This design comes from an exercise in tuning for small area and a short achievable clock period on the open sky130 flow, not from production work. Only simulation tests tie the RTL to the original design; equivalence was not proved.

==> design/flow/design.v <==
module fiveBitToAsciiDecoder(
	input [4:0] data,
	output [5:0] code
	);
	reg [4:0] lo;
	wire letter = (data < 5'd26);
	always @(*) begin
		case (data)
			5'd26: lo = 5'h00;
			5'd27: lo = 5'h0c;
			5'd28: lo = 5'h0e;
			5'd29: lo = 5'h01;
			5'd30: lo = 5'h0d;
			5'd31: lo = 5'h1f;
			default: lo = data + 5'd1;
		endcase
	end
	assign code = {letter, lo};
endmodule
module asciiToFiveBitDecoder(
	input [5:0] code,
	output reg [4:0] data
	);
	always @(*) begin
		if (code[5])
			data = code[4:0] - 5'd1;
		else
			case (code[4:0])
				5'h0c: data = 5'd27;
				5'h0e: data = 5'd28;
				5'h01: data = 5'd29;
				5'h0d: data = 5'd30;
				5'h1f: data = 5'd31;
				default: data = 5'd26;
			endcase
	end
endmodule
module charOfCode(
	input [5:0] code,
	input mode,
	output [7:0] char
	);
	assign char = {1'b0, code[5], ~code[5] | ~mode, code[4:0]};
endmodule
module random_generator(
	input  rst,
	input  clk,
	input  ena,
	output [29:0] lfsr_next
);
	reg  [29:0] lfsr_reg;
	wire        feedback;
	always @(posedge clk or posedge rst) begin
		if (rst)
			lfsr_reg <= 30'b1000000000;
		else if (ena)
			lfsr_reg <= lfsr_next;
	end
	assign feedback = lfsr_reg[29] ^ lfsr_reg[28] ^ lfsr_reg[25] ^ lfsr_reg[24];
	assign lfsr_next = {lfsr_reg[28:0], feedback};
endmodule
module teaHalfRound(
	input  [31:0] u,
	input  [31:0] v,
	input  [31:0] ka,
	input  [31:0] kb,
	input  [31:0] sum,
	output [31:0] f,
	output [31:0] vOut
);
	assign f = ((u << 4) + ka) ^ (u + sum) ^ ((u >> 5) + kb);
	assign vOut = v - f;
endmodule
module teaFixedKey(
	input mode,
	output [31:0] k0,
	output [31:0] k1
);
	assign k0 = mode ? 32'h48554c4b : 32'h48756c6b;
	assign k1 = mode ? 32'h20495320 : 32'h20697320;
endmodule
module teaLfsrKey(
	input mode,
	input [35:0] codes,
	output [31:0] k2,
	output [31:0] k3
);
	wire [7:0] c0, c1, c2, c3, c4, c5;
	charOfCode d0(.code(codes[5:0]),   .mode(mode), .char(c0));
	charOfCode d1(.code(codes[11:6]),  .mode(mode), .char(c1));
	charOfCode d2(.code(codes[17:12]), .mode(mode), .char(c2));
	charOfCode d3(.code(codes[23:18]), .mode(mode), .char(c3));
	charOfCode d4(.code(codes[29:24]), .mode(mode), .char(c4));
	charOfCode d5(.code(codes[35:30]), .mode(mode), .char(c5));
	assign k2 = {(mode ? 16'h5448 : 16'h7468), c5, c4};
	assign k3 = {c3, c2, c1, c0};
endmodule
module singleTeaBlock #(
	parameter [31:0] SUM_A = 32'hc6ef3720,
	parameter [31:0] SUM_B = 32'h28b7bd67,
	parameter LAST = 0
)(
	input clk,
	input [36:0] inLfsrState,
	input [63:0] inData,
	output reg [63:0] outData,
	output reg [36:0] outLfsrState
);
	wire [31:0] k0, k1, k2, k3, f0, f1, v0n, v1n;
	teaFixedKey fk(.mode(inLfsrState[36]), .k0(k0), .k1(k1));
	teaLfsrKey lk(.mode(inLfsrState[36]), .codes(inLfsrState[35:0]), .k2(k2), .k3(k3));
	teaHalfRound h0(.u(inData[31:0]), .v(inData[63:32]), .ka(k0), .kb(k1), .sum(SUM_A), .f(f0), .vOut(v0n));
	teaHalfRound h1(.u(v0n), .v(inData[31:0]), .ka(k2), .kb(k3), .sum(SUM_B), .f(f1), .vOut(v1n));
	always @(posedge clk) begin
		outData <= {(LAST ? v0n - 32'h25504446 : v0n), v1n};
		outLfsrState <= inLfsrState;
	end
endmodule
module pdfCheckerFsm(
	input rst,
	input clk,
	input ena,
	input match,
	output rdy
);
	reg state_reg;
	always @(posedge clk or posedge rst) begin
		if (rst)
			state_reg <= 1'b0;
		else if (ena)
			state_reg <= rdy;
	end
	assign rdy = ~state_reg & match;
endmodule
module hulkFinder(
	input clk,
	input ena,
	input rst,
	input mode,
	input [31:0] dataA, dataB,
	output [31:0] result,
	output rdy
	);
	localparam [31:0] DELTA = 32'h9e3779b9;
	localparam [31:0] SUM1  = 32'hc6ef3720;
	wire [29:0] lfsr;
	wire [63:0] data [0:32];
	wire [36:0] lfsrState [0:32];
	random_generator gen0(
		.rst(rst),
		.clk(clk),
		.ena(ena),
		.lfsr_next(lfsr)
	);
	wire [31:0] k2in, k3in, f1in, v1in;
	reg  [63:0] data1;
	reg  [36:0] lfsrState1;
	wire [35:0] codesIn;
	genvar i;
	generate
		for (i = 0; i < 6; i = i + 1) begin : enc
			fiveBitToAsciiDecoder dec(.data(lfsr[5 * i +: 5]), .code(codesIn[6 * i +: 6]));
		end
	endgenerate
	teaLfsrKey lk0(.mode(mode), .codes(codesIn), .k2(k2in), .k3(k3in));
	teaHalfRound h0(.u(dataA), .v(dataB), .ka(k2in), .kb(k3in), .sum(SUM1), .f(f1in), .vOut(v1in));
	always @(posedge clk) begin
		data1 <= {dataA, v1in};
		lfsrState1 <= {mode, codesIn};
	end
	assign data[1] = data1;
	assign lfsrState[1] = lfsrState1;
	generate
		for (i = 1; i <= 31; i = i + 1) begin : stage
			singleTeaBlock #(
				.SUM_A(SUM1 - (i - 1) * DELTA),
				.SUM_B(SUM1 - i * DELTA),
				.LAST(i == 31)
			) tea (
				.clk(clk),
				.inLfsrState(lfsrState[i]),
				.inData(data[i]),
				.outData(data[i + 1]),
				.outLfsrState(lfsrState[i + 1])
			);
		end
	endgenerate
	wire [31:0] k0out, k1out, f0out, v0unused;
	teaFixedKey fk0(.mode(lfsrState[32][36]), .k0(k0out), .k1(k1out));
	teaHalfRound h63(.u(data[32][31:0]), .v(data[32][63:32]), .ka(k0out), .kb(k1out),
		.sum(SUM1 - 31 * DELTA), .f(f0out), .vOut(v0unused));
	wire match = (f0out == data[32][63:32]) && (data[32][31:8] == 24'h2d312e);
	pdfCheckerFsm fsm0(
		.rst(rst),
		.clk(clk),
		.ena(ena),
		.match(match),
		.rdy(rdy)
	);
	wire [29:0] lfsrOut;
	generate
		for (i = 0; i < 6; i = i + 1) begin : dec
			asciiToFiveBitDecoder dec(.code(lfsrState[32][6 * i +: 6]), .data(lfsrOut[5 * i +: 5]));
		end
	endgenerate
	assign result = {1'b0, lfsrState[32][36], lfsrOut};
endmodule
==> design/flow/run.sh <==
#!/bin/bash
# synth_recipe.tcl (not shown) runs the flow's synth.tcl, then flattens the netlist and writes it again
# the make line also repeats each setting of config.mk as NAME=value (left out here)
make -C /OpenROAD-flow-scripts/flow DESIGN_CONFIG=/design/flow/config.mk WORK_HOME=/design/flow/orfs CLKGATE_MAP_FILE= SYNTH_SCRIPT=/design/flow/synth_recipe.tcl finish
==> design/flow/config.mk <==
export PLATFORM = sky130hd
export DESIGN_NAME = hulkFinder
export DESIGN_NICKNAME = hulkFinder
export VERILOG_FILES = /design/flow/design.v
export SDC_FILE = /design/flow/constraint.sdc
export NUM_CORES = 4
export LEC_CHECK = 0
export CAP_MARGIN = 20
export CORE_MARGIN = 2
export CORE_UTILIZATION = 40
export SLEW_MARGIN = 20
==> design/flow/constraint.sdc <==
create_clock -name core_clock -period 11.0 [get_ports {clk}]
set_input_delay 2.2000 -clock core_clock [delete_from_list [all_inputs] [get_ports {clk}]]
set_output_delay 2.2000 -clock core_clock [all_outputs]
set_load 0.01 [all_outputs]
==> results of run 1 <==
[critical path, delay by kind of cell, from the launching register on]
family / cells / cell delay, ns
AO/OA/AOI/OAI: 14 / 3.81
AND/OR/NAND/NOR: 7 / 0.96
XOR/XNOR: 9 / 2.10
adder cells (fa/ha/maj): 5 / 1.58
flip-flops: 1 / 0.48
buffers and inverters: 3 / 0.64
[logic make-up after synthesis]
| logic type | count (synthesis) | synth area share, % |
|---|---|---|
| compound gates | 9519 | 19.6 |
| xor+xnor | 10360 | 28.5 |
| fa+ha+maj | 3691 | 14.6 |
| buf+inv | 2598 | 3.04 |
| flops | 3263 | 20.3 |
| mux | 70 | 0.229 |
| other cells | 1 | 0.00116 |
| simple gates | 9169 | 13.7 |
[Yosys cell counts (88+ instances only)]
| cell type | count | area share, % |
|---|---|---|
| xnor2_1 | 8597 | 23 |
| ha_1 | 3564 | 14 |
| dfxtp_1 | 3232 | 20 |
| a21oi_1 | 2533 | 3.9 |
| nor2_1 | 2486 | 2.9 |
| nand2_1 | 2380 | 2.8 |
| xor2_1 | 1664 | 4.5 |
| inv_1 | 1614 | 1.9 |
| o21ai_0 | 1614 | 2.5 |
| a21o_1 | 1316 | 3.1 |
| clkbuf_1 | 900 | 1.0 |
| nand3_1 | 817 | 1.3 |
| nor3_1 | 737 | 1.1 |
| o21a_1 | 642 | 1.5 |
| nor2b_1 | 487 | 0.95 |
| nand2b_1 | 424 | 0.82 |
| a31oi_1 | 404 | 0.78 |
| o21bai_1 | 398 | 0.93 |
| and3_1 | 382 | 0.74 |
| or3_1 | 269 | 0.52 |
| and2_1 | 262 | 0.51 |
| a211oi_1 | 231 | 0.54 |
| nand4_1 | 228 | 0.44 |
| o211ai_1 | 218 | 0.51 |
| a31o_2 | 198 | 0.54 |
| or2_2 | 195 | 0.38 |
| a21boi_0 | 192 | 0.45 |
| o31ai_1 | 187 | 0.44 |
| a211o_1 | 155 | 0.42 |
| o31a_1 | 133 | 0.36 |
| fa_1 | 127 | 0.79 |
| o21ai_1 | 121 | 0.19 |
| nor3b_1 | 98 | 0.23 |
| o41ai_1 | 88 | 0.24 |
[final cells by class]
class                           count  area share (%)
Antenna cell                       38          0.0272
Clock buffer                      472            2.97
Clock inverter                    228           0.826
Inverter                         1648            1.77
Multi-Input combinational cell  32810            70.7
Sequential cell                  3263            18.7
Tap cell                        10592            3.79
Timing Repair Buffer              505            1.16
[through the flow]
step	cells	setup WS, ns
2_1_floorplan	38671	2.70
3_3_place_gp	48815	1.47
3_5_place_dp	48815	1.36
4_1_cts	49515	1.33
5_1_grt	49537	0.732
6_report	49556	1.34
[worst max path at each step]
stage / from / endpoint / slack [ns] / cells after the start
after detailed placement: lfsrState1[36] / stage[1].tea.outData[31] / 1.36 / 35
after global routing: stage[16].tea.outLfsrState[36] / stage[17].tea.outData[31] / 0.73 / 40
final: stage[7].tea.outLfsrState[36] / stage[8].tea.outData[31] / 1.34 / 38
after global placement: stage[7].tea.outLfsrState[36] / stage[8].tea.outData[31] / 1.47 / 38
after floorplan: stage[18].tea.outLfsrState[36] / stage[19].tea.outData[31] / 2.70 / 38
after CTS: lfsrState1[36] / stage[1].tea.outData[31] / 1.33 / 35
[layer usage]
layer / routed length (um) / share of wire [%] / GRT usage (%)
met4: 37000 / 3.6 / 7.59
met2: 470000 / 46 / 40.9
met3: 48400 / 4.7 / 2.01
met5: 89 / 0.0086 / 0
met1: 475000 / 46 / 32.7
==> Implementation_results.wiki, run 1 <==
{| class="wikitable"
! Metric !! Value
|-
| Commonest non-fill, non-tap cell in the layout || xnor2_1
|-
| DRC marker count from the first detailed-route iteration || 19812
|-
| Area of the core region || 0.803 mm^2
|-
| R2R setup slack || 1.34 ns
|-
| Min-Delay Startpoint || stage[17].tea.outLfsrState[28]
|-
| Number of cells on the worst hold path || 0
|-
| Final Slew Violations || 0
|-
| Final Cycle Share || 87.8%
|-
| Mean area per synthesized cell || 8.33 um^2
|-
| Layout cells sized above 1 || 4.33%
|-
| Die Y-Extent || 902 um
|-
| Number of cells traversed by the worst register-to-register path || 38
|-
| Number of antenna violations at the first check in global routing || 31
|-
| Initial Util || 40.2%
|-
| Unrepaired setup endpoints after global routing || false
|-
| Post-route design area || 0.349 mm^2
|-
| Setup Skew || 0.0631 ns
|-
| Clock Latency Late Sink || 1.08 ns
|-
| Nets in the synthesized netlist || 42430
|-
| TritonCTS Sinks || 3263
|-
| Achievable frequency || 104 MHz
|-
| Std cell rows || 329
|-
| Placed cell areas || 0.336 mm^2
|-
| Peak per-stage delay on the critical path || 0.48 ns
|-
| Detailed Route WL || 1030000 um
|-
| Overflow left after global routing || 0
|-
| Final HPWL from detailed placement || 839000 um
|-
| Floorplan die area || 0.813 mm^2
|-
| CP Class || reg2reg
|-
| Status || complete, no violations
|-
| Maximum level of the CTS H-tree || 5
|-
| Number of library cell types mapped by synthesis || 126
|-
| FF+latch count, synth || 3263
|-
| Post-CTS setup buffer count || 0
|-
| Total number of vias || 275400
|-
| Core Util, Final || 43.5%
|-
| Hold-fix buffers, CTS || 0
|-
| Largest net degree at the start of global routing || 43
|-
| Largest register FFs || 1984
|-
| Regs by FF count || stage.tea.outData: 1984 flops, stage.tea.outLfsrState: 1147 flops, data1: 64 flops
|-
| Flip-flop cell with the highest count after synthesis || dfxtp_1
|-
| Hold WC Path Type || reg2reg
|-
| Startpoint Class || flop
|-
| Number of nets with antenna violations after routing || 0
|-
| Worst EP arrival || 10.59 ns
|-
| Number of global-route vias before repair || 269140
|-
| Worst Hold Slack || 0.355 ns
|-
| Clock-pin slew on the worst setup and hold paths || 0.06 ns
|-
| Max clock buf depth || 4
|-
| TritonRoute pass-1 iters || 9
|-
| Sum of negative setup slack || 0 ns
|-
| Endpoint type of the worst setup path || flop
|-
| Number of violations of the max-capacitance limit || 0
|-
| Cell count after synthesis || 38671
|-
| Total number of nets in the final design || 42369
|-
| Proportion of synthesized flip-flops having asynchronous set or reset || 0.950%
|-
| Min Clock Period, post-route || 9.66 ns
|-
| Actual transition at the worst max-transition pin || 1.16 ns
|-
| Die outline width || 902 um
|-
| Critical-path maximum fanout || 8
|-
| Reg-to-reg critical path endpoint || stage[8].tea.outData[31]
|-
| Endpoint, Worst Hold || stage[18].tea.outLfsrState[28]
|-
| All-Layer GR Usage || 24.2%
|-
| Endpoints failing hold || 0
|-
| Sequential-to-total area share from yosys stat || 20.3%
|-
| Layout overhead on the synthesized area || 8.43%
|-
| Register ranked first by flip-flop count || stage.tea.outData
|-
| Total area of sequential cells || 0.0655 mm^2
|-
| Combined area of the multi-input logic cells || 0.247 mm^2
|-
| DRC errors left || 0
|-
| Syn Std Cell Area || 0.322 mm^2
|-
| CTS resizes || 0
|-
| Number of inserted filler cells in the final layout || 79293
|-
| Final setup violation count || 0
|-
| Library cell contributing the largest single delay on the critical path || dfxtp_1
|-
| GP Congestion || 0.923
|-
| WL per Instance || 20.8 um
|-
| CP Data Required Time || 11.93 ns
|-
| Launching point of the worst reg2reg path || stage[7].tea.outLfsrState[36]
|-
| First-pass GRT wire length || 1590000 um
|-
| Yosys warns || 36
|-
| Remaining max-slew budget at the tightest pin || 21.9%
|-
| Library cell used as clock root buffer || clkbuf_16
|-
| Number of buffers created by CTS || 382
|-
| Number of flops mapped to enable cells by yosys || 0
|-
| Vias per cell || 5.56
|-
| CTS tree || yes
|-
| Most frequent cells in the layout || xnor2_1 (8592), ha_1 (3564), dfxtp_1 (3232), a21oi_1 (2533), nor2_1 (2486)
|-
| Number of top-level design ports || 101
|-
| Count of input and output buffers || 99
|}
==> run 2, diff against run 1 <==
--- a/design/flow/design.v
+++ b/design/flow/design.v
@@ -59,6 +59,82 @@
 	assign feedback = lfsr_reg[29] ^ lfsr_reg[28] ^ lfsr_reg[25] ^ lfsr_reg[24];
 	assign lfsr_next = {lfsr_reg[28:0], feedback};
 endmodule
+module pfxAdd #(parameter W = 32, parameter ARCH = 1)(
+	input [W-1:0] a,
+	input [W-1:0] b,
+	input ci,
+	output [W-1:0] s
+);
+	generate
+	if (ARCH == 0) begin : beh
+		assign s = a + b + ci;
+	end else begin : pfx
+	reg [W-1:0] g, p, g2, p2, c;
+	integer l, i, j;
+	always @(*) begin
+		g = a & b;
+		p = a ^ b;
+		g[0] = g[0] | (p[0] & ci);
+		if (ARCH == 1) begin
+			for (l = 0; (1 << l) < W; l = l + 1)
+				for (i = (2 << l) - 1; i < W; i = i + (2 << l)) begin
+					g[i] = g[i] | (p[i] & g[i - (1 << l)]);
+					p[i] = p[i] & p[i - (1 << l)];
+				end
+			for (l = 5; l >= 0; l = l - 1)
+				if ((2 << l) < W)
+					for (i = 3 * (1 << l) - 1; i < W; i = i + (2 << l)) begin
+						g[i] = g[i] | (p[i] & g[i - (1 << l)]);
+						p[i] = p[i] & p[i - (1 << l)];
+					end
+		end else if (ARCH == 2) begin
+			for (i = 1; i < W; i = i + 1) begin
+				g[i] = g[i] | (p[i] & g[i - 1]);
+				p[i] = p[i] & p[i - 1];
+			end
+		end else if (ARCH == 3) begin
+			for (l = 0; (1 << l) < W; l = l + 1)
+				for (i = 0; i < W; i = i + 1)
+					if ((i >> l) & 1) begin
+						j = ((i >> l) << l) - 1;
+						g[i] = g[i] | (p[i] & g[j]);
+						p[i] = p[i] & p[j];
+					end
+		end else if (ARCH == 4) begin
+			for (i = 1; i < W; i = i + 2) begin
+				g[i] = g[i] | (p[i] & g[i - 1]);
+				p[i] = p[i] & p[i - 1];
+			end
+			for (l = 1; (1 << l) < W; l = l + 1) begin
+				g2 = g; p2 = p;
+				for (i = 1; i < W; i = i + 2)
+					if (i >= (1 << l) + 1) begin
+						g2[i] = g[i] | (p[i] & g[i - (1 << l)]);
+						p2[i] = p[i] & p[i - (1 << l)];
+					end
+				g = g2; p = p2;
+			end
+			for (i = 2; i < W; i = i + 2) begin
+				g[i] = g[i] | (p[i] & g[i - 1]);
+				p[i] = p[i] & p[i - 1];
+			end
+		end else begin
+			for (l = 0; (1 << l) < W; l = l + 1) begin
+				g2 = g; p2 = p;
+				for (i = 0; i < W; i = i + 1)
+					if (i >= (1 << l)) begin
+						g2[i] = g[i] | (p[i] & g[i - (1 << l)]);
+						p2[i] = p[i] & p[i - (1 << l)];
+					end
+				g = g2; p = p2;
+			end
+		end
+		c = {g[W-2:0], ci};
+	end
+	assign s = a ^ b ^ c;
+	end
+	endgenerate
+endmodule
 module teaHalfRound(
 	input  [31:0] u,
 	input  [31:0] v,
@@ -68,8 +144,14 @@
 	output [31:0] f,
 	output [31:0] vOut
 );
-	assign f = ((u << 4) + ka) ^ (u + sum) ^ ((u >> 5) + kb);
-	assign vOut = v - f;
+	localparam ARCH_K = 1, ARCH_S = 3;
+	wire [31:0] a, b, c;
+	pfxAdd #(.W(28), .ARCH(ARCH_K)) ra(.a(u[27:0]), .b(ka[31:4]), .ci(1'b0), .s(a[31:4]));
+	assign a[3:0] = ka[3:0];
+	pfxAdd #(.W(32), .ARCH(ARCH_K)) rb(.a(u), .b(sum), .ci(1'b0), .s(b));
+	pfxAdd #(.W(32), .ARCH(ARCH_K)) rc(.a({5'b00000, u[31:5]}), .b(kb), .ci(1'b0), .s(c));
+	assign f = a ^ b ^ c;
+	pfxAdd #(.W(32), .ARCH(ARCH_S)) rs(.a(v), .b(~f), .ci(1'b1), .s(vOut));
 endmodule
 module teaFixedKey(
 	input mode,
--- a/design/flow/config.mk
+++ b/design/flow/config.mk
@@ -7,5 +7,6 @@
 export LEC_CHECK = 0
 export CAP_MARGIN = 20
 export CORE_MARGIN = 2
-export CORE_UTILIZATION = 40
+export CORE_UTILIZATION = 55
+export PLACE_DENSITY = 0.65
 export SLEW_MARGIN = 20
==> run 2 against run 1 <==
Still clean on timing, DRC and antenna. Setup slack got worse by 0.43 ns. Register-to-register slack got worse by 0.43 ns. Final area decreased by 8.7%. Non-clock buffer count decreased by 98. Final cell count decreased by 22%. Critical path type unchanged. Highest routed layer unchanged.
==> Implementation_results.wiki, run 2 <==
{| class="wikitable"
! Metric !! Value
|-
| Peak per-stage delay on the critical path || 0.51 ns (+0.03 ns)
|-
| Final non-filler cell total || 38850 (-22%)
|-
| Number of flops mapped to enable cells by yosys || 0 (unchanged)
|-
| Number of inserted filler cells in the final layout || 46224 (-42%)
|-
| Min-Delay Startpoint || stage[27].tea.outLfsrState[1]
|-
| Proportion of synthesized flip-flops having asynchronous set or reset || 0.950% (unchanged)
|-
| Regs by FF count || stage.tea.outData: 1984 flops, stage.tea.outLfsrState: 1147 flops, data1: 64 flops
|-
| Number of cells on the worst hold path || 0 (unchanged)
|-
| Share of cell area taken by muxes after synthesis || 0.201% (-0.027 points)
|-
| Unrepaired setup endpoints after global routing || false
|-
| Nets in the synthesized netlist || 37184 (-12%)
|-
| Setup Skew || 0.0586 ns (-0.00450 ns)
|-
| All-Layer GR Usage || 28.9% (+4.7 points)
|-
| Total area of sequential cells || 0.0655 mm^2 (about the same)
|-
| Number of top-level design ports || 101 (unchanged)
|-
| Total number of vias || 218125 (-21%)
|-
| Status || complete, no violations
|-
| Cell Count Post-Placement || 38149 (-22%)
|-
| Leading post-synthesis cells by instance count || xnor2_1 (6409), ha_1 (5293), dfxtp_1 (3232), inv_1 (2654), xor2_1 (1506)
|-
| Number of library cell types mapped by synthesis || 140 (+11%)
|-
| Cell type with the largest total area after synthesis || ha_1
|-
| Cell count after synthesis || 30871 (-20%)
|-
| Number of violations of the max-capacitance limit || 0 (unchanged)
|-
| Most frequent cell on the critical path || xnor2_1
|-
| Layout cells sized above 1 || 4.41% (+0.083 points)
|-
| Post-synthesis compound-gate area fraction || 12.4% (-7.1 points)
|-
| CTS resizes || 0 (unchanged)
|-
| Layout overhead on the synthesized area || 8.40% (about the same)
|-
| Achievable frequency || 99.1 MHz (-4.3%)
|-
| Sum of negative setup slack || 0 ns (unchanged)
|-
| Number of antenna violations at the first check in global routing || 25 (-19%)
|-
| CTS tree || yes
|-
| Combined area of the multi-input logic cells || 0.218 mm^2 (-12%)
|-
| Synthesized-area fraction occupied by adder cells || 29.0% (+14 points)
|-
| Flip-flop cell with the highest count after synthesis || dfxtp_1
|-
| Commonest non-fill, non-tap cell in the layout || xnor2_1
|-
| Clock Latency Late Sink || 1.05 ns (-0.03 ns)
|-
| Final Cycle Share || 91.7% (+3.9 points)
|-
| Startpoint Class || flop
|-
| Count of input and output buffers || 99 (unchanged)
|-
| Setup slack at placement || 1.01 ns (-0.345 ns)
|-
| Min Clock Period, post-route || 10.09 ns (+0.433 ns)
|-
| TritonCTS Sinks || 3263 (unchanged)
|-
| Final Slew Violations || 0 (unchanged)
|-
| Simple-gate share of the synthesized area || 8.85% (-4.8 points)
|-
| Die outline width || 736 um (-18%)
|-
| Maximum level of the CTS H-tree || 5 (unchanged)
|-
| Library cell used as clock root buffer || clkbuf_16
|-
| Yosys warns || 39 (+8.3%)
|-
| Largest net degree at the start of global routing || 43 (unchanged)
|-
| Actual transition at the worst max-transition pin || 1.06 ns (-0.105 ns)
|-
| Register ranked first by flip-flop count || stage.tea.outData
|-
| XOR/XNOR Fraction of Synth Area || 23.7% (-4.9 points)
|-
| Vias per cell || 5.61 (+1.0%)
|-
| Number of nets with antenna violations after routing || 0 (unchanged)
|-
| Number of cells traversed by the worst register-to-register path || 44 (+16%)
|-
| DRC marker count from the first detailed-route iteration || 12863 (-35%)
|-
| Post-CTS setup buffer count || 0 (unchanged)
|-
| Final setup violation count || 0 (unchanged)
|-
| Endpoint type of the worst setup path || flop
|-
| GP Congestion || 0.918 (-0.60%)
|-
| Max clock buf depth || 4 (unchanged)
|-
| Hold-fix buffers, CTS || 0 (unchanged)
|-
| Most frequent cells in the layout || xnor2_1 (6409), ha_1 (5293), dfxtp_1 (3232), inv_1 (2654), xor2_1 (1506)
|-
| Total number of nets in the final design || 37820 (-11%)
|-
| Std cell rows || 268 (-19%)
|-
| CP Data Required Time || 11.90 ns (-0.03 ns)
|-
| Hold WC Path Type || reg2reg
|-
| Launching point of the worst reg2reg path || stage[9].tea.outData[0]
|-
| Initial Util || 55.2% (+15 points)
|-
| Final HPWL from detailed placement || 668000 um (-20%)
|-
| Most common cell in the netlist || xnor2_1
|-
| DRC errors left || 0 (unchanged)
|-
| Launching element of the worst setup path || stage[9].tea.outData[0]
|-
| Floorplan die area || 0.541 mm^2 (-33%)
|-
| Worst Hold Slack || 0.352 ns (-0.00293 ns)
|-
| Proportion of netlist area held by the largest area contributor || 22.5% (-0.87 points)
|-
| Clock-pin slew on the worst setup and hold paths || 0.06 ns (about the same)
|-
| Critical-path maximum fanout || 6 (-2)
|-
| Area of the core region || 0.533 mm^2 (-34%)
|-
| WL per Instance || 20.5 um (-1.5%)
|-
| FF+latch count, synth || 3263 (unchanged)
|-
| Overflow left after global routing || 0 (unchanged)
|-
| Largest register FFs || 1984 (unchanged)
|-
| Sequential-to-total area share from yosys stat || 22.2% (+1.9 points)
|-
| Dominant combinational cell family by area after synthesis || adder cells
|-
| Number of global-route vias before repair || 221249 (-18%)
|-
| Worst Slack Setup Final || 0.910 ns (-0.433 ns)
|-
| Syn Std Cell Area || 0.294 mm^2 (-8.6%)
|-
| Die Y-Extent || 736 um (-18%)
|-
| First-pass GRT wire length || 1250000 um (-21%)
|-
| Mean area per synthesized cell || 9.54 um^2 (+14%)
|-
| CP Class || reg2reg
|-
| Detailed Route WL || 796000 um (-23%)
|-
| Library cell contributing the largest single delay on the critical path || o21ai_0
|-
| Remaining max-slew budget at the tightest pin || 28.9% (+7.0 points)
|-
| Worst EP arrival || 10.99 ns (+0.40 ns)
|-
| Number of buffers created by CTS || 376 (-1.6%)
|-
| Endpoints failing hold || 0 (unchanged)
|-
| TritonRoute pass-1 iters || 8 (-1)
|-
| Synth area leaders || ha_1 (22%), dfxtp_1 (22%), xnor2_1 (19%)
|}
## run 2: cell types whose count changed after synthesis, moves of 205 or more
cell	change
nand2_1	-1269
fa_1	+825
o21a_1	-249
ha_1	+1729
a21o_1	-282
o21ai_0	-854
a31oi_1	-205
nand3_1	-274
inv_1	+1040
xnor2_1	-2188
nor3_1	-262
nor2_1	-1202
clkbuf_1	-767
a21oi_1	-1285
## run 2: cell type report
cell class | count | share of cell area, %
antenna | 9 | 0.00705
clock buffer | 471 | 3.23
clock inverter | 221 | 0.909
inverter | 2665 | 3.13
multi-input combinational | 24794 | 68.4
sequential | 3263 | 20.5
tap | 7020 | 2.75
timing repair buffer | 407 | 1.03
## run 2: critical path: cells and delay by family, from the launching register on
kind	cells	cell delay [ns]
AO/OA/AOI/OAI	18	4.17
adder cells (fa/ha/maj)	6	1.87
AND/OR/NAND/NOR	10	1.81
XOR/XNOR	8	1.52
flip-flops	1	0.34
buffers and inverters	2	0.25
## run 2: worst paths after layout
kind / endpoint / slack (ns)
min reg2reg: stage[28].tea.outLfsrState[1] / 0.35
max: stage[10].tea.outData[31] / 0.91
max reg2reg: stage[10].tea.outData[31] / 0.91
min in group asynchronous: gen0.lfsr_reg[2] / 1.62
min: stage[28].tea.outLfsrState[1] / 0.35
max in group asynchronous: gen0.lfsr_reg[9] / 9.02
## run 2: metrics by stage
step                instance area, um^2  util, %
floorplan                        294000        -
global placement                 306000     57.4
detailed placement               306000     57.4
CTS                              319000     59.9
global route                     319000     59.9
finish                           319000     59.9
## run 2: per-layer routing
layer | vias to the layer above | wire, um | global-route usage (%)
met4 | 6 | 25600 | 8.59
met2 | 4706 | 383000 | 50.9
met3 | 1297 | 35800 | 2.83
li1 | 107358 | - | -
met1 | 104758 | 352000 | 37.3
met5 | - | 37 | 0
## run 2: cell families (layout without fill, tap and decap cells)
family	after synthesis	after routing
and+or+nand+nor	5227	5227
buffers and inverters	2814	3764
adders and majority gates	6255	6255
muxes	56	56
DFF	3263	3263
xor gates and xnor gates	7936	7936
other	1	10
AOI/OAI and AO/OA	5319	5319
==> run 3, diff against run 2 <==
--- a/design/flow/config.mk
+++ b/design/flow/config.mk
@@ -9,4 +9,5 @@
 export CORE_MARGIN = 2
 export CORE_UTILIZATION = 55
 export PLACE_DENSITY = 0.65
+export SETUP_SLACK_MARGIN = 2.0
 export SLEW_MARGIN = 20
==> run 3 against run 2 <==
Sequential share of layout area fell by 0.67 points. Critical path depth is 1 higher. Count of clock-buffer cells in the layout unchanged. Hold slack worse by 0.0017 ns. Via count grew 1.3%. Highest routed layer unchanged. Flip-flop and latch count unchanged.
==> Implementation_results.wiki, run 3 <==
{| class="wikitable"
! Metric !! Value
|-
| Cell type with the largest total area after synthesis || ha_1
|-
| CTS tree || yes
|-
| Final HPWL from detailed placement || 668000 um (unchanged)
|-
| Final Cycle Share || 80.2% (-12 points)
|-
| Proportion of synthesized flip-flops having asynchronous set or reset || 0.950% (unchanged)
|-
| Endpoint type of the worst setup path || flop
|-
| Total number of nets in the final design || 38340 (+1.4%)
|-
| Number of cells traversed by the worst register-to-register path || 45 (+2.3%)
|-
| Peak per-stage delay on the critical path || 0.59 ns (+0.08 ns)
|-
| Synth area leaders || ha_1 (22%), dfxtp_1 (22%), xnor2_1 (19%)
|-
| Layout cells sized above 1 || 9.97% (+5.6 points)
|-
| Achievable frequency || 113 MHz (+14%)
|-
| Initial Util || 55.2% (unchanged)
|-
| GP Congestion || 0.918 (unchanged)
|-
| Endpoints failing hold || 0 (unchanged)
|-
| DRC errors left || 0 (unchanged)
|-
| Min Clock Period, post-route || 8.82 ns (-1.27 ns)
|-
| Area of the core region || 0.533 mm^2 (unchanged)
|-
| Reg-to-reg critical path endpoint || stage[24].tea.outData[31]
|-
| Largest register FFs || 1984 (unchanged)
|-
| Die outline width || 736 um (unchanged)
|-
| WL per Instance || 20.6 um (+0.43%)
|-
| Most common cell in the netlist || xnor2_1
|-
| Syn Std Cell Area || 0.294 mm^2 (unchanged)
|-
| Number of top-level design ports || 101 (unchanged)
|-
| Cell count after synthesis || 30871 (unchanged)
|-
| Register ranked first by flip-flop count || stage.tea.outData
|-
| Number of library cell types mapped by synthesis || 140 (unchanged)
|-
| Floorplan die area || 0.541 mm^2 (unchanged)
|-
| All-Layer GR Usage || 29.0% (+0.12 points)
|-
| Number of flops mapped to enable cells by yosys || 0 (unchanged)
|-
| Number of antenna violations at the first check in global routing || 23 (-8.0%)
|-
| Hold-fix buffers, CTS || 0 (unchanged)
|-
| Commonest non-fill, non-tap cell in the layout || xnor2_1
|-
| Detailed Route WL || 810000 um (+1.8%)
|-
| Worst EP arrival || 9.77 ns (-1.22 ns)
|-
| Count of input and output buffers || 99 (unchanged)
|-
| Unrepaired setup endpoints after global routing || true
|-
| Number of nets with antenna violations after routing || 0 (unchanged)
|-
| R2R setup slack || 2.18 ns (+1.27 ns)
|-
| Startpoint Class || flop
|-
| Status || complete, no violations
|-
| TritonCTS Sinks || 3263 (unchanged)
|-
| Hold WC Path Type || reg2reg
|-
| Yosys warns || 39 (unchanged)
|-
| DRC marker count from the first detailed-route iteration || 12824 (-0.30%)
|-
| Std cell rows || 268 (unchanged)
|-
| CP Data Required Time || 11.95 ns (+0.05 ns)
|-
| Total number of vias || 221013 (+1.3%)
|-
| CP Class || reg2reg
|-
| Combined area of the multi-input logic cells || 0.226 mm^2 (+3.4%)
|-
| Flip-flop cell with the highest count after synthesis || dfxtp_1
|-
| Most frequent cells in the layout || xnor2_1 (6194), ha_1 (5181), dfxtp_1 (3135), inv_1 (2554), xor2_1 (1453)
|-
| Mean area per synthesized cell || 9.54 um^2 (unchanged)
|-
| Launching point of the worst reg2reg path || stage[23].tea.outData[0]
|-
| Sum of negative setup slack || 0 ns (unchanged)
|-
| FF+latch count, synth || 3263 (unchanged)
|-
| Final setup violation count || 0 (unchanged)
|-
| Sequential-to-total area share from yosys stat || 22.2% (unchanged)
|-
| Maximum level of the CTS H-tree || 5 (unchanged)
|-
| Number of cells on the worst hold path || 0 (unchanged)
|-
| Remaining max-slew budget at the tightest pin || 22.5% (-6.4 points)
|-
| Core Util, Final || 62.1% (+2.2 points)
|-
| Cell Count Post-Placement || 38149 (unchanged)
|-
| Clock-pin slew on the worst setup and hold paths || 0.06 ns (about the same)
|-
| Library cell contributing the largest single delay on the critical path || or4_4
|-
| Total area of sequential cells || 0.0657 mm^2 (+0.30%)
|-
| First-pass GRT wire length || 1250000 um (+0.41%)
|-
| Number of global-route vias before repair || 222325 (+0.49%)
|-
| Final Slew Violations || 0 (unchanged)
|-
| Final non-filler cell total || 39371 (+1.3%)
|-
| Number of violations of the max-capacitance limit || 0 (unchanged)
|-
| Number of inserted filler cells in the final layout || 45071 (-2.5%)
|-
| Largest net degree at the start of global routing || 43 (unchanged)
|-
| Regs by FF count || stage.tea.outData: 1984 flops, stage.tea.outLfsrState: 1147 flops, data1: 64 flops
|-
| Critical-path maximum fanout || 5 (-1)
|-
| Max clock buf depth || 4 (unchanged)
|-
| Leading post-synthesis cells by instance count || xnor2_1 (6409), ha_1 (5293), dfxtp_1 (3232), inv_1 (2654), xor2_1 (1506)
|-
| Setup Skew || 0.0582 ns (-0.000459 ns)
|-
| Overflow left after global routing || 0 (unchanged)
|-
| Vias per cell || 5.61 (about the same)
|-
| Number of buffers created by CTS || 376 (unchanged)
|-
| Library cell used as clock root buffer || clkbuf_16
|-
| Layout overhead on the synthesized area || 12.4%
|-
| Die Y-Extent || 736 um (unchanged)
|-
| Clock Latency Late Sink || 1.05 ns (about the same)
|-
| Min-Delay Startpoint || stage[27].tea.outLfsrState[1]
|-
| TritonRoute pass-1 iters || 7 (-1)
|-
| Actual transition at the worst max-transition pin || 1.15 ns (+0.0947 ns)
|-
| Proportion of netlist area held by the largest area contributor || 22.5% (unchanged)
|-
| Endpoint, Worst Hold || stage[28].tea.outLfsrState[1]
|-
| Nets in the synthesized netlist || 37184 (unchanged)
|}
-- run 3: critical path, delay by kind of cell, from the launching register on --
kind / cells / cell delay [ns]
flops: 1 / 0.37
xor+xnor: 9 / 1.43
simple gates: 10 / 1.92
fa+ha+maj: 6 / 1.52
buf+inv: 3 / 0.33
compound gates: 17 / 3.14
-- run 3: what timing repair did --
item / CTS / global route
buffers inserted: 84 / 436
cloned: 0 / 0
gates resized for setup: 400 / 1330
setup endpoints to repair: 160 / 197
hold endpoints to repair: 0 / 0
pin swaps: 82 / 634
-- run 3: cells by family after synthesis --
logic type               share of synthesized area, %
XOR/XNOR                                         23.7
multiplexers                                    0.201
adder cells (fa/ha/maj)                          29.0
AO/OA/AOI/OAI                                    12.4
flip-flops                                       22.2
AND/OR/NAND/NOR                                  8.85
other                                         0.00127
buffers and inverters                            3.59
-- run 3: per-stage QoR --
step                area, um^2  hold WS [ns]  setup slack, ns
detailed placement      306000         0.342             1.01
CTS                     322000         0.352             1.88
floorplan               294000         0.329             2.21
global route            331000         0.361             1.74
global placement        306000         0.335             1.07
finish                  331000         0.351             2.18
-- run 3: area by class of cell --
cell class | count | area share, %
Clock inverter | 221 | 0.877
Sequential cell | 3263 | 19.8
Multi-Input combinational cell | 24794 | 68.3
Clock buffer | 471 | 3.12
Tap cell | 7020 | 2.65
Inverter | 2665 | 3.06
Antenna cell | 10 | 0.00756
Timing Repair Buffer | 927 | 2.19
-- run 3: routing by layer --
layer | global-route usage, % | vias to the layer above | wire (um)
met5 | 0 | - | 23
met4 | 8.66 | 4 | 26700
met3 | 2.78 | 1388 | 36000
met2 | 51.2 | 4666 | 393000
met1 | 37.4 | 106575 | 355000
li1 | - | 108380 | -
-- run 3: how the worst max path moves through the flow --
stage                             start                        end  slack [ns]  depth (start not counted)
2_1_floorplan   stage[3].tea.outData[0]   stage[4].tea.outData[31]        2.21                         40
3_3_place_gp    stage[9].tea.outData[0]  stage[10].tea.outData[31]        1.07                         44
3_5_place_dp    stage[9].tea.outData[0]  stage[10].tea.outData[31]        1.01                         44
4_1_cts         stage[9].tea.outData[0]  stage[10].tea.outData[31]        1.88                         44
5_1_grt        stage[23].tea.outData[0]  stage[24].tea.outData[31]        1.74                         45
6_report       stage[23].tea.outData[0]  stage[24].tea.outData[31]        2.18                         45
==> run 4, diff against run 3 <==
--- a/design/flow/config.mk
+++ b/design/flow/config.mk
@@ -9,5 +9,5 @@
 export CORE_MARGIN = 2
 export CORE_UTILIZATION = 55
 export PLACE_DENSITY = 0.65
-export SETUP_SLACK_MARGIN = 2.0
+export SETUP_SLACK_MARGIN = 4.0
 export SLEW_MARGIN = 20
==> run 4 against run 3 <==
Hold slack worse by 0.0089 ns. Still clean. Setup slack better by 0.11 ns. Flip-flop and latch count stayed put. Die area stayed put. Core utilization is 6.9 points higher. Synthesized area stayed put. Largest cell class unchanged. First-iteration DRC count is 5.9% higher. Non-clock buffer count is 1997 higher. Synthesized cell count stayed put. Wire length is 8.9% higher.
==> Implementation_results.wiki, run 4 <==
{| class="wikitable"
! Metric !! Value
|-
| Achievable frequency || 115 MHz (+1.3%)
|-
| Library cell used as clock root buffer || clkbuf_16
|-
| CTS tree || yes
|-
| Total number of vias || 233204 (+5.5%)
|-
| Area of the core region || 0.533 mm^2 (unchanged)
|-
| DRC errors left || 0 (unchanged)
|-
| Clock Latency Late Sink || 1.06 ns (about the same)
|-
| Commonest non-fill, non-tap cell in the layout || xnor2_1
|-
| Regs by FF count || stage.tea.outData: 1984 flops, stage.tea.outLfsrState: 1147 flops, data1: 64 flops
|-
| Number of global-route vias before repair || 236404 (+6.3%)
|-
| Sequential-to-total area share from yosys stat || 22.2% (unchanged)
|-
| Number of violations of the max-capacitance limit || 0 (unchanged)
|-
| Initial Util || 55.2% (unchanged)
|-
| Worst path depth || 41 (-8.9%)
|-
| Number of cells traversed by the worst register-to-register path || 41 (-8.9%)
|-
| Number of nets with antenna violations after routing || 0 (unchanged)
|-
| CP Data Required Time || 11.95 ns (about the same)
|-
| Detailed Route WL || 883000 um (+8.9%)
|-
| Synth area leaders || ha_1 (22%), dfxtp_1 (22%), xnor2_1 (19%)
|-
| Total number of nets in the final design || 40332 (+5.2%)
|-
| Number of top-level design ports || 101 (unchanged)
|-
| Proportion of synthesized flip-flops having asynchronous set or reset || 0.950% (unchanged)
|-
| Number of cells on the worst hold path || 0 (unchanged)
|-
| Number of library cell types mapped by synthesis || 140 (unchanged)
|-
| Most common cell in the netlist || xnor2_1
|-
| TritonCTS Sinks || 3263 (unchanged)
|-
| Most frequent cells in the layout || xnor2_1 (5745), ha_1 (4678), dfxtp_1 (2937), buf_4 (2501), inv_1 (2407)
|-
| Proportion of netlist area held by the largest area contributor || 22.5% (unchanged)
|-
| TritonRoute pass-1 iters || 6 (-1)
|-
| Largest net degree at the start of global routing || 43 (unchanged)
|-
| Library cell contributing the largest single delay on the critical path || fa_2
|-
| Die Y-Extent || 736 um (unchanged)
|-
| Mean area per synthesized cell || 9.54 um^2 (unchanged)
|-
| Endpoint type of the worst setup path || flop
|-
| Final Cycle Share || 79.2% (-1.0 points)
|-
| Layout overhead on the synthesized area || 24.9%
|-
| GP Congestion || 0.920 (+0.21%)
|-
| Unrepaired setup endpoints after global routing || true
|-
| Hold WC Path Type || reg2reg
|-
| Startpoint Class || flop
|-
| Nets in the synthesized netlist || 37184 (unchanged)
|-
| Syn Std Cell Area || 0.294 mm^2 (unchanged)
|-
| Peak per-stage delay on the critical path || 0.62 ns (+0.03 ns)
|-
| Most frequent cell on the critical path || xnor2_1
|-
| Setup Skew || 0.0684 ns (+0.0102 ns)
|-
| Layout cells sized above 1 || 24.3% (+14 points)
|-
| Register ranked first by flip-flop count || stage.tea.outData
|-
| All-Layer GR Usage || 31.1% (+2.1 points)
|-
| Maximum level of the CTS H-tree || 5 (unchanged)
|-
| Status || complete, no violations
|-
| Floorplan die area || 0.541 mm^2 (unchanged)
|-
| Flip-flop cell with the highest count after synthesis || dfxtp_1
|-
| Count of input and output buffers || 99 (unchanged)
|-
| Die outline width || 736 um (unchanged)
|-
| Number of flops mapped to enable cells by yosys || 0 (unchanged)
|-
| Final setup violation count || 0 (unchanged)
|-
| Final non-filler cell total || 41380 (+5.1%)
|-
| Crit-path leading delay family || adder cells
|-
| Cell count after synthesis || 30871 (unchanged)
|-
| Number of antenna violations at the first check in global routing || 22 (-4.3%)
|-
| Cell type with the largest total area after synthesis || ha_1
|-
| Hold-fix buffers, CTS || 0 (unchanged)
|-
| Actual transition at the worst max-transition pin || 1.05 ns (-0.106 ns)
|-
| Clock-pin slew on the worst setup and hold paths || 0.06 ns (about the same)
|-
| CP Class || reg2reg
|-
| Std cell rows || 268 (unchanged)
|-
| Critical-path maximum fanout || 8 (+3)
|-
| Leading post-synthesis cells by instance count || xnor2_1 (6409), ha_1 (5293), dfxtp_1 (3232), inv_1 (2654), xor2_1 (1506)
|-
| Final Slew Violations || 0 (unchanged)
|-
| Number of buffers created by CTS || 371 (-1.3%)
|-
| Sum of negative setup slack || 0 ns (unchanged)
|-
| First-pass GRT wire length || 1340000 um (+7.0%)
|-
| Buf+Inv Stages, Crit Path || 5 (+2)
|-
| FF+latch count, synth || 3263 (unchanged)
|-
| Remaining max-slew budget at the tightest pin || 29.3% (+6.7 points)
|-
| Final HPWL from detailed placement || 677000 um (+1.4%)
|-
| Worst EP arrival || 9.66 ns (-0.11 ns)
|-
| Vias per cell || 5.64 (+0.39%)
|-
| Max clock buf depth || 4 (unchanged)
|-
| WL per Instance || 21.3 um (+3.7%)
|-
| Largest register FFs || 1984 (unchanged)
|-
| Endpoints failing hold || 0 (unchanged)
|-
| Min Clock Period, post-route || 8.71 ns (-0.112 ns)
|-
| Overflow left after global routing || 0 (unchanged)
|-
| DRC marker count from the first detailed-route iteration || 13577 (+5.9%)
|-
| Cell Count Post-Placement || 38027 (-0.32%)
|-
| Yosys warns || 39 (unchanged)
|}
==> run 4: kinds of logic after synthesis <==
group / after synthesis / synth area share, %
simple gates: 5227 / 8.85
flops: 3263 / 22.2
mux: 56 / 0.201
buf+inv: 2814 / 3.59
compound gates: 5319 / 12.4
xor+xnor: 7936 / 23.7
other cells: 1 / 0.00127
fa+ha+maj: 6255 / 29.0
==> run 4: repair_timing <==
action                                   CTS  global route
endpoints found under the setup margin   642           587
buffers inserted                        1707           932
pin swaps                               2350          2053
cloned                                     0             0
gates resized for setup                 3127          2033
==> run 4: per-layer routing <==
layer | vias up | track usage [%] | share of wire [%]
met1 | 113602 | 39.4 | 43
met3 | 1797 | 3.37 | 4.8
li1 | 112239 | - | -
met5 | - | 0 | 0.0048
met2 | 5560 | 54.5 | 48
met4 | 6 | 11.5 | 4.3
==> run 4: cell type report <==
cell class / count / area (um^2)
clock inverter: 219 / 2800
clock buffer: 467 / 10300
inverter: 2665 / 10300
fill: 40497 / 165000
multi-input combinational: 24794 / 246000
timing repair buffer: 2924 / 23500
sequential: 3263 / 66200
antenna: 28 / 70.1
tap: 7020 / 8780
==> run 4: through the flow <==
stage               worst slack [ns]  util (%)  hold WS, ns  area, um^2
global placement                1.72      58.2        0.341      310000
floorplan                       2.88         -        0.327      300000
CTS                             2.48      65.8        0.337      351000
finish                          2.29      69.0        0.342      368000
global route                    1.92      69.0        0.339      368000
detailed placement              1.55      58.2        0.337      310000
==> run 4: path summary, 6_finish.rpt <==
check                                          endpoint                           start  slack (ns)
max                           stage[24].tea.outData[30]  stage[23].tea.outLfsrState[36]        2.29
min                        stage[4].tea.outLfsrState[1]    stage[3].tea.outLfsrState[1]        0.34
max reg2reg                   stage[24].tea.outData[30]  stage[23].tea.outLfsrState[36]        2.29
min reg2reg                stage[4].tea.outLfsrState[1]    stage[3].tea.outLfsrState[1]        0.34
max in group asynchronous             gen0.lfsr_reg[19]                             rst        8.96
min in group asynchronous              gen0.lfsr_reg[7]                             rst        1.63
==> run 5, diff against run 4 <==
--- a/design/flow/config.mk
+++ b/design/flow/config.mk
@@ -7,7 +7,7 @@
 export LEC_CHECK = 0
 export CAP_MARGIN = 20
 export CORE_MARGIN = 2
-export CORE_UTILIZATION = 55
-export PLACE_DENSITY = 0.65
-export SETUP_SLACK_MARGIN = 4.0
+export CORE_UTILIZATION = 65
+export PLACE_DENSITY = 0.72
+export SETUP_SLACK_MARGIN = 2.5
 export SLEW_MARGIN = 20
==> run 5 against run 4 <==
Final area shrank 7.0%. Sequential share of layout area grew 1.3 points. Fmax grew 0.64%. Setup slack gained 0.056 ns. Synthesized area is the same. Flip-flop and latch count is the same. Critical path type unchanged. Final cell count shrank 5.8%. Global-route usage grew 3.5 points.
==> Implementation_results.wiki, run 5 <==
{| class="wikitable"
! Metric !! Value
|-
| TritonRoute pass-1 iters || 7 (+1)
|-
| Final Slew Violations || 0 (unchanged)
|-
| Mean area per synthesized cell || 9.54 um^2 (unchanged)
|-
| Critical-path maximum fanout || 4 (-4)
|-
| DRC errors left || 0 (unchanged)
|-
| First-pass GRT wire length || 1280000 um (-4.9%)
|-
| Post-route design area || 0.342 mm^2 (-7.0%)
|-
| Most common cell in the netlist || xnor2_1
|-
| Library cell contributing the largest single delay on the critical path || fa_2
|-
| Min Clock Period, post-route || 8.65 ns (-0.0555 ns)
|-
| CP Class || reg2reg
|-
| Final setup violation count || 0 (unchanged)
|-
| Sequential-to-total area share from yosys stat || 22.2% (unchanged)
|-
| Reg-to-reg critical path endpoint || stage[24].tea.outData[31]
|-
| Maximum level of the CTS H-tree || 5 (unchanged)
|-
| Remaining max-slew budget at the tightest pin || 23.6% (-5.7 points)
|-
| Cell Count Post-Placement || 37079 (-2.5%)
|-
| Status || complete, no violations
|-
| Vias per cell || 5.89 (+4.5%)
|-
| Number of flops mapped to enable cells by yosys || 0 (unchanged)
|-
| Number of library cell types mapped by synthesis || 140 (unchanged)
|-
| Sum of negative setup slack || 0 ns (unchanged)
|-
| Layout overhead on the synthesized area || 16.1%
|-
| CP Data Required Time || 11.93 ns (-0.02 ns)
|-
| Final Cycle Share || 78.7% (-0.50 points)
|-
| Nets in the synthesized netlist || 37184 (unchanged)
|-
| Number of cells traversed by the worst register-to-register path || 41 (unchanged)
|-
| All-Layer GR Usage || 34.6% (+3.5 points)
|-
| Library cell used as clock root buffer || clkbuf_16
|-
| TritonCTS Sinks || 3263 (unchanged)
|-
| Peak per-stage delay on the critical path || 0.59 ns (-0.03 ns)
|-
| Count of input and output buffers || 99 (unchanged)
|-
| Number of buffers created by CTS || 358 (-3.5%)
|-
| Setup slack at placement || 1.08 ns (-0.475 ns)
|-
| Synth area leaders || ha_1 (22%), dfxtp_1 (22%), xnor2_1 (19%)
|-
| Endpoint, Worst Hold || stage[23].tea.outLfsrState[31]
|-
| Largest register FFs || 1984 (unchanged)
|-
| Std cell rows || 247 (-7.8%)
|-
| Number of violations of the max-capacitance limit || 0 (unchanged)
|-
| GP Congestion || 0.954 (+3.7%)
|-
| Worst EP arrival || 9.58 ns (-0.08 ns)
|-
| Final HPWL from detailed placement || 659000 um (-2.7%)
|-
| Worst Hold Slack || 0.348 ns (+0.00590 ns)
|-
| Overflow left after global routing || 0 (unchanged)
|-
| Cell count after synthesis || 30871 (unchanged)
|-
| Most frequent cell on the critical path || xnor2_1
|-
| Hold-fix buffers, CTS || 0 (unchanged)
|-
| Worst Slack Setup Final || 2.35 ns (+0.0555 ns)
|-
| Largest net degree at the start of global routing || 43 (unchanged)
|-
| Unrepaired setup endpoints after global routing || true
|-
| Core Util, Final || 75.7% (+6.7 points)
|-
| Flip-flop cell with the highest count after synthesis || dfxtp_1
|-
| FF+latch count, synth || 3263 (unchanged)
|-
| R2R setup slack || 2.35 ns (+0.06 ns)
|-
| Total number of nets in the final design || 39027 (-3.2%)
|-
| Endpoint type of the worst setup path || flop
|-
| Number of global-route vias before repair || 228812 (-3.2%)
|-
| Floorplan die area || 0.458 mm^2 (-15%)
|-
| Hold WC Path Type || reg2reg
|-
| Initial Util || 65.2% (+9.9 points)
|-
| Achievable frequency || 116 MHz (+0.64%)
|-
| Yosys warns || 39 (unchanged)
|-
| Layout cells sized above 1 || 15.5% (-8.8 points)
|-
| Regs by FF count || stage.tea.outData: 1984 flops, stage.tea.outLfsrState: 1147 flops, data1: 64 flops
|-
| CTS tree || yes
|-
| Area of the core region || 0.452 mm^2 (-15%)
|-
| Number of cells on the worst hold path || 0 (unchanged)
|-
| Cell type with the largest total area after synthesis || ha_1
|-
| Number of antenna violations at the first check in global routing || 13 (-41%)
|-
| Proportion of synthesized flip-flops having asynchronous set or reset || 0.950% (unchanged)
|-
| Number of top-level design ports || 101 (unchanged)
|-
| Actual transition at the worst max-transition pin || 1.14 ns (+0.0910 ns)
|-
| Clock-pin slew on the worst setup and hold paths || 0.07 ns (about the same)
|-
| Detailed Route WL || 837000 um (-5.2%)
|-
| Clock Latency Late Sink || 1.05 ns (about the same)
|-
| Register ranked first by flip-flop count || stage.tea.outData
|-
| Launching point of the worst reg2reg path || stage[23].tea.outData[0]
|-
| DRC marker count from the first detailed-route iteration || 15272 (+12%)
|-
| Total number of vias || 229661 (-1.5%)
|-
| Max clock buf depth || 4 (unchanged)
|-
| Min-Delay Startpoint || stage[22].tea.outLfsrState[31]
|-
| Most frequent cells in the layout || xnor2_1 (6036), ha_1 (4975), dfxtp_1 (3032), inv_1 (2493), buf_4 (1499)
|-
| WL per Instance || 21.5 um (+0.61%)
|-
| Placed cell areas || 0.305 mm^2 (-1.8%)
|-
| Proportion of netlist area held by the largest area contributor || 22.5% (unchanged)
|-
| Syn Std Cell Area || 0.294 mm^2 (unchanged)
|-
| Final non-filler cell total || 39000 (-5.8%)
|-
| Die outline width || 677 um (-8.0%)
|-
| Startpoint Class || flop
|-
| Setup Skew || 0.0517 ns (-0.0167 ns)
|-
| Number of inserted filler cells in the final layout || 32095 (-21%)
|-
| Commonest non-fill, non-tap cell in the layout || xnor2_1
|-
| Die Y-Extent || 677 um (-8.0%)
|-
| Endpoints failing hold || 0 (unchanged)
|-
| Leading post-synthesis cells by instance count || xnor2_1 (6409), ha_1 (5293), dfxtp_1 (3232), inv_1 (2654), xor2_1 (1506)
|-
| Number of nets with antenna violations after routing || 0 (unchanged)
|}
run 5: cell counts after synthesis:
Identical to the previous run, type by type.
run 5: how the worst max path moves through the flow:
stage	from	cells past startpoint	slack (ns)	end
detailed placement	stage[5].tea.outLfsrState[36]	41	1.08	stage[6].tea.outData[31]
global placement	stage[5].tea.outLfsrState[36]	42	1.21	stage[6].tea.outData[31]
global route	stage[23].tea.outData[1]	44	1.90	stage[24].tea.outData[31]
floorplan	stage[3].tea.outData[0]	40	2.48	stage[4].tea.outData[31]
finish	stage[23].tea.outData[0]	41	2.35	stage[24].tea.outData[31]
CTS	stage[23].tea.outData[0]	44	2.46	stage[24].tea.outData[30]
run 5: logic make-up after synthesis:
| kind of cell | synth area share, % |
|---|---|
| xor+xnor | 23.7 |
| fa+ha+maj | 29.0 |
| compound gates | 12.4 |
| simple gates | 8.85 |
| flops | 22.2 |
| buf+inv | 3.59 |
| mux | 0.201 |
| other cells | 0.00127 |
run 5: area by class of cell:
| class | instances | area, um^2 | area share, % |
|---|---|---|---|
| inverter | 2665 | 10200 | 2.98 |
| timing repair buffer | 1632 | 12700 | 3.71 |
| tap | 5976 | 7480 | 2.19 |
| sequential | 3263 | 65900 | 19.3 |
| antenna | 5 | 12.5 | 0.00366 |
| clock buffer | 454 | 9970 | 2.92 |
| clock inverter | 211 | 2770 | 0.809 |
| multi-input combinational | 24794 | 233000 | 68.1 |
run 5: layer usage:
layer | global-route usage (%) | wire, um | vias to the layer above
met5 | 0 | 54 | -
li1 | - | - | 109739
met1 | 44.2 | 348000 | 111009
met4 | 13.7 | 38800 | 8
met3 | 4.35 | 50200 | 2065
met2 | 59.4 | 400000 | 6840
run 5: timing repair:
| action | 4_1_cts | 5_1_grt |
|---|---|---|
| pin swaps | 551 | 1600 |
| endpoints found under the hold margin | 0 | 0 |
| endpoints found under the setup margin | 296 | 241 |
| resized for setup | 1288 | 2083 |
| setup buffers | 409 | 842 |
| gates cloned | 0 | 0 |
run 5: worst max-delay path, delay by kind of cell (launching register included):
kind | cells | cell delay (ns)
DFF | 1 | 0.35
xor gates and xnor gates | 8 | 1.06
adders and majority gates | 7 | 2.07
AOI/OAI and AO/OA | 12 | 2.44
and+or+nand+nor | 12 | 2.32
buffers and inverters | 2 | 0.26
==> run 6, diff against run 5 <==
--- a/design/flow/design.v
+++ b/design/flow/design.v
@@ -144,7 +144,7 @@
 	output [31:0] f,
 	output [31:0] vOut
 );
-	localparam ARCH_K = 1, ARCH_S = 3;
+	localparam ARCH_K = 5, ARCH_S = 3;
 	wire [31:0] a, b, c;
 	pfxAdd #(.W(28), .ARCH(ARCH_K)) ra(.a(u[27:0]), .b(ka[31:4]), .ci(1'b0), .s(a[31:4]));
 	assign a[3:0] = ka[3:0];
--- a/design/flow/config.mk
+++ b/design/flow/config.mk
@@ -7,7 +7,7 @@
 export LEC_CHECK = 0
 export CAP_MARGIN = 20
 export CORE_MARGIN = 2
-export CORE_UTILIZATION = 65
-export PLACE_DENSITY = 0.72
-export SETUP_SLACK_MARGIN = 2.5
+export CORE_UTILIZATION = 55
+export PLACE_DENSITY = 0.65
+export SETUP_SLACK_MARGIN = 2.0
 export SLEW_MARGIN = 20
==> run 6 against run 5 <==
Still clean on timing, DRC and antenna. Flip-flop and latch count unchanged. Critical path depth fell by 5. Hold slack improved by 0.0032 ns. Non-clock buffer count fell by 1024.
==> Implementation_results.wiki, run 6 <==
{| class="wikitable"
! Metric !! Value
|-
| Overflow left after global routing || 0 (unchanged)
|-
| Actual transition at the worst max-transition pin || 1.13 ns (-0.00596 ns)
|-
| Endpoint type of the worst setup path || flop
|-
| Clock-pin slew on the worst setup and hold paths || 0.06 ns (about the same)
|-
| Most frequent cell on the critical path || ha_1
|-
| CP Class || reg2reg
|-
| CP Data Required Time || 11.89 ns (-0.04 ns)
|-
| Max clock buf depth || 4 (unchanged)
|-
| Total number of vias || 251115 (+9.3%)
|-
| Final HPWL from detailed placement || 728000 um (+10%)
|-
| TritonCTS Sinks || 3263 (unchanged)
|-
| Clock Latency Late Sink || 1.04 ns (about the same)
|-
| Startpoint Class || flop
|-
| Total area of sequential cells || 0.0656 mm^2 (-0.48%)
|-
| Status || complete, no violations
|-
| Number of global-route vias before repair || 245953 (+7.5%)
|-
| Floorplan die area || 0.563 mm^2 (+23%)
|-
| Sequential-to-total area share from yosys stat || 21.4% (-0.85 points)
|-
| Number of library cell types mapped by synthesis || 127 (-9.3%)
|-
| Number of nets with antenna violations after routing || 0 (unchanged)
|-
| Std cell rows || 274 (+11%)
|-
| Placed cell areas || 0.315 mm^2 (+3.5%)
|-
| Flip-flop cell with the highest count after synthesis || dfxtp_1
|-
| Register ranked first by flip-flop count || stage.tea.outData
|-
| Library cell used as clock root buffer || clkbuf_16
|-
| Post-route design area || 0.335 mm^2 (-2.1%)
|-
| Nets in the synthesized netlist || 39517 (+6.3%)
|-
| Worst Hold Slack || 0.351 ns (+0.00321 ns)
|-
| Number of top-level design ports || 101 (unchanged)
|-
| Proportion of netlist area held by the largest area contributor || 24.1% (+1.6 points)
|-
| Commonest non-fill, non-tap cell in the layout || xnor2_1
|-
| Cell Count Post-Placement || 42519 (+15%)
|-
| Share of cell area taken by muxes after synthesis || 0.281% (+0.080 points)
|-
| Count of input and output buffers || 99 (unchanged)
|-
| Unrepaired setup endpoints after global routing || true
|-
| Setup Skew || 0.0507 ns (-0.000928 ns)
|-
| Die Y-Extent || 750 um (+11%)
|-
| Largest register FFs || 1984 (unchanged)
|-
| WL per Instance || 20.8 um (-3.3%)
|-
| All-Layer GR Usage || 30.8% (-3.9 points)
|-
| XOR/XNOR Fraction of Synth Area || 29.5% (+5.9 points)
|-
| Syn Std Cell Area || 0.306 mm^2 (+4.0%)
|-
| Core Util, Final || 60.3% (-15 points)
|-
| Number of flops mapped to enable cells by yosys || 0 (unchanged)
|-
| Number of inserted filler cells in the final layout || 49338 (+54%)
|-
| Mean area per synthesized cell || 8.60 um^2 (-9.8%)
|-
| Final Slew Violations || 0 (unchanged)
|-
| Die outline width || 750 um (+11%)
|-
| Initial Util || 55.1% (-10 points)
|-
| FF+latch count, synth || 3263 (unchanged)
|-
| Leading post-synthesis cells by instance count || xnor2_1 (8428), ha_1 (3467), dfxtp_1 (3232), nor2_1 (2221), nand2_1 (2019)
|-
| DRC marker count from the first detailed-route iteration || 18144 (+19%)
|-
| Combined area of the multi-input logic cells || 0.235 mm^2 (+0.79%)
|-
| Synthesized-area fraction occupied by adder cells || 16.7% (-12 points)
|-
| Post-synthesis compound-gate area fraction || 16.4% (+4.0 points)
|-
| Final non-filler cell total || 43459 (+11%)
|-
| Most common cell in the netlist || xnor2_1
|-
| Peak per-stage delay on the critical path || 0.57 ns (-0.02 ns)
|-
| Detailed Route WL || 902000 um (+7.8%)
|-
| Largest net degree at the start of global routing || 43 (unchanged)
|-
| Worst Slack Setup Final || 2.18 ns (-0.160 ns)
|-
| First-pass GRT wire length || 1400000 um (+9.7%)
|-
| Remaining max-slew budget at the tightest pin || 22.6% (-1.0 points)
|-
| Maximum level of the CTS H-tree || 5 (unchanged)
|-
| Number of buffers created by CTS || 374 (+4.5%)
|-
| Achievable frequency || 113 MHz (-1.8%)
|-
| Dominant combinational cell family by area after synthesis || XOR/XNOR gates
|-
| Critical-path maximum fanout || 9 (+5)
|-
| Sum of negative setup slack || 0 ns (unchanged)
|}
==> run 6: cell count changes after synthesis, moves of 112 or more <==
| cell | change |
|---|---|
| nor3_1 | +218 |
| o21a_1 | +127 |
| o21ai_0 | +390 |
| nand2_1 | +908 |
| a31oi_1 | +169 |
| xor2_1 | +187 |
| fa_1 | -573 |
| xnor2_1 | +2019 |
| inv_1 | -842 |
| clkbuf_1 | +729 |
| nor2_1 | +937 |
| ha_1 | -1826 |
| a21o_1 | +112 |
| a21oi_1 | +735 |
==> run 6: kinds of logic (layout without fill, tap and decap cells) <==
kind of cell    after synthesis  count (layout)
compound gates             7537            7537
xor+xnor                  10206           10206
fa+ha+maj                  3850            3850
buf+inv                    2779            3162
flops                      3263            3263
mux                          82              82
other cells                   1              22
simple gates               7885            7885
==> run 6: layout make-up <==
cell class	instances	area share, %
well taps	7452	2.78
inverters	1861	2.12
clock buffers	455	3.06
repair buffers	608	1.46
clock inverters	238	0.877
multi-input cells	29561	70.1
diodes	21	0.0157
flip-flops and latches	3263	19.6
==> run 6: final timing paths <==
kind	startpoint	to	slack (ns)	cells past startpoint
min	stage[29].tea.outLfsrState[14]	stage[30].tea.outLfsrState[14]	0.35	0
min reg2reg	stage[29].tea.outLfsrState[14]	stage[30].tea.outLfsrState[14]	0.35	0
max in group asynchronous	rst	gen0.lfsr_reg[9]	9.00	3
max reg2reg	stage[16].tea.outLfsrState[36]	stage[17].tea.outData[31]	2.18	36
min in group asynchronous	rst	fsm0.state_reg	1.59	3
max	stage[16].tea.outLfsrState[36]	stage[17].tea.outData[31]	2.18	36
==> run 6: metal layers <==
metal  part of all wire (%)  global-route usage [%]  up-vias  wire, um
met5                      0                       0        -         0
met4                    3.5                    10.1        0     31600
met3                    5.3                    3.02     1561     47700
met2                     46                    52.0     7014    419000
met1                     45                    41.1   120090    404000
li1                       -                       -   122450         -
==> run 6: repair_timing <==
item | CTS | global route
setup endpoints to repair | 79 | 134
hold buffers | 0 | 0
cloned | 0 | 0
gates resized for setup | 178 | 867
buffers inserted | 40 | 185
pin swaps | 18 | 198
==> run 6: worst max-delay path: cells and delay by family (launching register included) <==
kind / cells / cell delay, ns
adder cells (fa/ha/maj): 6 / 2.06
AO/OA/AOI/OAI: 12 / 2.88
XOR/XNOR: 7 / 1.47
flip-flops: 1 / 0.41
buffers and inverters: 3 / 0.35
AND/OR/NAND/NOR: 8 / 1.49

separate check: timing with driven ports:
No port has a modelled driver above. Below, the same layouts with a new extraction and two added sets of constraints. Step 1: set_driving_cell puts a clkbuf_16 on clk and a buf_2 on each other input, an assumption about the parent block. Step 2 also shifts input and output timing later by t, the mid clock arrival at the registers, as if the neighbouring blocks saw the same clock. Three values: ideal, step 1, step 2; two values: the first two.
| run | t (ns) | slack for setup (ns) | clock arrival spread, ns | worst data-port slew with drivers (ns) | cell pins on the clock port's net |
|---|---|---|---|---|---|
| run 1 | 1.162 | 1.343 / 1.343 / 1.343 | 0.092 / 0.092 | 0.06 | 1 |
| run 2 | 1.140 | 0.910 / 0.910 / 0.910 | 0.066 / 0.066 | 0.04 | 1 |
| run 3 | 1.144 | 2.178 / 2.178 / 2.172 | 0.066 / 0.067 | 0.04 | 1 |
| run 4 | 1.150 | 2.290 / 2.290 / 2.290 | 0.076 / 0.076 | 0.05 | 1 |
| run 5 | 1.127 | 2.345 / 2.345 / 2.345 | 0.071 / 0.071 | 0.04 | 1 |
| run 6 | 1.141 | 2.185 / 2.185 / 2.048 | 0.061 / 0.061 | 0.04 | 1 |
After both steps every run listed still meets setup and hold. The setup slack of run 6, which loses most, moves by 0.000 ns with the drivers and by -0.137 ns with both steps.
